From an optimization exercise on the open Yosys and OpenROAD flow, aimed at small area; shortcuts taken in it are not production practice. Only simulation tests tie the RTL to the original design; equivalence was not proved. Power is estimated from default activity; no workload was simulated.

==> inputs of job 5336 <==
Design SingleCycleCPU, start of the top module:
module SingleCycleCPU (
    input   wire        clk,
    input   wire        start,
    output  wire [31:0] pc,
    input   wire [31:0] inst,
    output  wire        wb_we,
    output  wire [4:0]  wb_rd,
    output  wire [31:0] wb_data,
    output  wire [7:0]  segments,
    output  wire [3:0]  an
);
clock: 25.0 ns
lec_check: 0
cap_margin: 20
core_margin: 2
core_utilization: 45
place_density: 0.65
slew_margin: 20
synth_hierarchical: 1
standard.sh (not shown) runs the stock make flow with config.mk's settings and CLKGATE_MAP_FILE= SYNTH_SCRIPT=/design/flow/synth_recipe.tcl, a recipe that flattens the netlist after the stock synthesis.
==> flow/flow/run.sh <==
#!/bin/bash
# The standard layout (standard.sh: ORFS synthesis to finish) with these
# changes to how it is built:
#  - ports are buffered with sky130_fd_sc_hd__buf_1 instead of the default
#    buffer cell chosen by buffer_ports;
#  - clock tree synthesis uses clkbuf_16 leaves over larger sink clusters and
#    inserts no dummy loads;
#  - extra antenna repair after global routing (30% ratio margin) and after
#    detailed routing if violations remain (flow/post_grt.tcl, post_drt.tcl).
# Everything else (synthesis, floorplan, power grid, taps, placement,
# routing) is the standard flow. Full output goes to standard.log.
set -euo pipefail
HERE=$(cd "$(dirname "$0")" && pwd)
export BUFFER_PORTS_ARGS="-buffer_cell sky130_fd_sc_hd__buf_1"
export CTS_ARGS="-sink_clustering_enable -repair_clock_nets -dont_use_dummy_load -sink_clustering_size 30 -sink_clustering_max_diameter 70 -buf_list sky130_fd_sc_hd__clkbuf_16"
export POST_GLOBAL_ROUTE_TCL="$HERE/post_grt.tcl"
export POST_DETAIL_ROUTE_TCL="$HERE/post_drt.tcl"
bash standard.sh finish > standard.log 2>&1
==> flow/flow/post_drt.tcl <==
# After detailed routing and the standard antenna loop: if violations remain,
# repair with a ratio margin and route again, a few times at most.
set extra_tries 0
while { [check_antennas] > 0 && $extra_tries < 3 } {
  repair_antennas -ratio_margin 30 -allow_congestion
  detailed_route {*}$::all_args
  incr extra_tries
}
==> flow/flow/post_grt.tcl <==
# After global routing: repair antennas once more with a 30% ratio margin, so
# that nets close to the limit are fixed (jumpers/diodes) before detailed
# routing, and rewrite the route guides the detailed router reads.
repair_antennas -iterations 5 -ratio_margin 30
check_placement -verbose
write_guides $::env(RESULTS_DIR)/route.guide
==> job 211 (differences from job 5336) <==
--- a/flow/design.v
+++ b/flow/design.v
@@ -32,23 +32,19 @@
     wire [31:0] rf [1:31];
     reg  [31:1] rv;
     assign wb_we = reg_write & (rd != 5'd0);
     wire [3:0] wlo = 4'd1 << rd[1:0];
     wire [7:0] whi = {8{reg_write}} & (8'd1 << rd[4:2]);
     wire [31:0] rwe;
     generate for (g = 1; g < 32; g = g + 1) begin : rfw
         assign rwe[g] = wlo[g % 4] & whi[g / 4];
-        wire wn = ~(wlo[g % 4] & whi[g / 4]);
         reg [31:0] q;
-        wire [31:0] nx;
-        for (b = 0; b < 32; b = b + 1) begin : m
-            wmux w (.we(rwe[g]), .wn(wn), .d(wbd[b]), .q(q[b]), .y(nx[b]));
-        end
-        always @(posedge clk) q <= nx;
+        always @(posedge clk)
+            if (rwe[g]) q <= wbd;
         assign rf[g] = q;
     end endgenerate
     assign rwe[0] = 1'b0;
     always @(posedge clk or negedge start)
         if (!start) rv <= 31'd0;
         else rv <= rv | rwe[31:1];
     wire [3:0] lo1 = 4'd1 << rs1[1:0];
     wire [7:0] hi1 = 8'd1 << rs1[4:2];
@@ -157,23 +153,19 @@
         wire [7:0] hi = 8'd1 << rk[4:2];
         wire [3:0] wlo_ = {4{is_sw}} & lo;
         wire [3:0] rlo_ = {4{rd_en}} & lo;
         wire [32:0] s;
         assign s[32] = is_sw;
         for (g = 0; g < 32; g = g + 1) begin : row_
             assign mwe[32*k+g] = wlo_[g % 4] & hi[g / 4];
             assign s[g] = mv[32*k+g] & rlo_[g % 4] & hi[g / 4];
-            wire wn = ~(wlo_[g % 4] & hi[g / 4]);
             reg [7:0] q;
-            wire [7:0] nx;
-            for (b = 0; b < 8; b = b + 1) begin : m
-                wmux w (.we(mwe[32*k+g]), .wn(wn), .d(wdat[8*k+b]), .q(q[b]), .y(nx[b]));
-            end
-            always @(posedge clk) q <= nx;
+            always @(posedge clk)
+                if (mwe[32*k+g]) q <= wdat[8*k +: 8];
         end
         for (b = 0; b < 8; b = b + 1) begin : rb
             wire [32:0] d;
             assign d[32] = rs2v[8*k+b];
             for (g = 0; g < 32; g = g + 1) begin : col
                 assign d[g] = row_[g].q[b];
             end
             sel33 p (.d(d), .s(s), .o(x[8*k+b]));
@@ -245,22 +237,16 @@
 endmodule
 module mux4h (
     input  wire d0, d1, d2, d3,
     input  wire [3:0] s,
     output wire o
 );
     assign o = (d0 & s[0]) | (d1 & s[1]) | (d2 & s[2]) | (d3 & s[3]);
 endmodule
-module wmux (
-    input  wire we, wn, d, q,
-    output wire y
-);
-    assign y = (we & d) | (wn & q);
-endmodule
 module aoi222 (
     input  wire a0, s0, a1, s1, a2, s2,
     output wire y
 );
     assign y = ~((a0 & s0) | (a1 & s1) | (a2 & s2));
 endmodule
 module fadd (
     input  wire a, b, c,
==> flow/run.sh (new file) <==
#!/bin/bash
# synth_recipe.tcl (not shown) runs the flow's synth.tcl, then flattens the netlist and writes it again
# the make line also repeats each setting of config.mk as NAME=value (left out here)
make -C /OpenROAD-flow-scripts/flow DESIGN_CONFIG=/design/flow/config.mk WORK_HOME=/design/flow/orfs CLKGATE_MAP_FILE= SYNTH_SCRIPT=/design/flow/synth_recipe.tcl finish
==> flow/config.mk (replaced) <==
export PLATFORM = sky130hd
export DESIGN_NAME = SingleCycleCPU
export DESIGN_NICKNAME = SingleCycleCPU
export VERILOG_FILES = /design/flow/design.v
export SDC_FILE = /design/flow/constraint.sdc
export NUM_CORES = 4
export LEC_CHECK = 0
export CAP_MARGIN = 20
export CORE_MARGIN = 2
export CORE_UTILIZATION = 45
export CTS_BUF_LIST = sky130_fd_sc_hd__clkbuf_16
export CTS_CLUSTER_DIAMETER = 60
export CTS_CLUSTER_SIZE = 30
export PLACE_DENSITY = 0.65
export SLEW_MARGIN = 20
export SYNTH_HIERARCHICAL = 1
removed: flow/flow/run.sh
removed: flow/flow/post_drt.tcl
removed: flow/flow/post_grt.tcl
removed: flow/standard.sh
==> impl_metrics.yaml <==
run_status:
  status: "failed layout checks"
  violations: "antenna violations"
detailed_routing:
  drtAntennaViolNets: 1
  drt-met1-wl_um: 107000
sta:
  max_slew_margin: 0.180
  fmax_mhz: 42.0
synth:
  synthCells: 5217
  synth_top_area_frac: 0.684
  yosysSeqAreaShare: 0.738
worst_hold_path:
  hp-start: "mv[7]$_DFF_PN0_"
final_layout:
  layout.cells.most_common: "edfxtp_1"
  buffer_area_frac: 0.0266
setup_path:
  slowest_delay_ns: 0.79
pwr:
  power.total_w: 0.0108
  internal-power_w: 0.00692
  switchingPower_w: 0.00385
floorplanning:
  die_x_um: 448
global_route:
  use_met1: 0.383
  grt_max_degree: 75
That was job 211.
==> impl_metrics.yaml <==
setup_path:
  slowest_delay_ns: 0.95
sta:
  max_slew_margin: 0.234
  fmax_mhz: 42.7
worst_hold_path:
  hp-start: "mv[70]$_DFF_PN0_"
final_layout:
  layout.cells.most_common: "a22o_1"
  buffer_area_frac: 0.0233
run_status:
  status: "complete, no violations"
synth:
  synthCells: 7360
  yosysSeqAreaShare: 0.523
detailed_routing:
  drt-met1-wl_um: 134000
  drtAntennaViolNets: 0
pwr:
  power.total_w: 0.00931
  switchingPower_w: 0.00340
  internal-power_w: 0.00591
global_route:
  grt_max_degree: 66
That was job 5336.

afterwards: timing with drivers on the ports:
No port has a modelled driver above. Below, the same layouts with a new extraction and two added sets of constraints. Step 1: set_driving_cell puts a clkbuf_16 on clk and a buf_2 on each other input, an assumption about the parent block. Step 2 also shifts input and output timing later by t, the mid clock arrival at the registers, as if the neighbouring blocks saw the same clock. Three values: ideal ports, drivers, drivers and shift; two values: the first two.
run | t, ns | setup WS [ns] | worst setup path after step 2 | latest minus earliest clock arrival (ns) | worst data-port slew with drivers (ns)
job 5336 | 0.875 | 1.586 / 1.479 / 1.479 | input to output | 0.139 / 0.139 | 0.20
job 211 | 0.904 | 1.190 / 1.071 / 1.071 | input to output | 0.051 / 0.050 | 0.17
For job 211, which loses most, drivers alone change the setup slack by -0.119 ns; drivers and shift together by -0.119 ns.
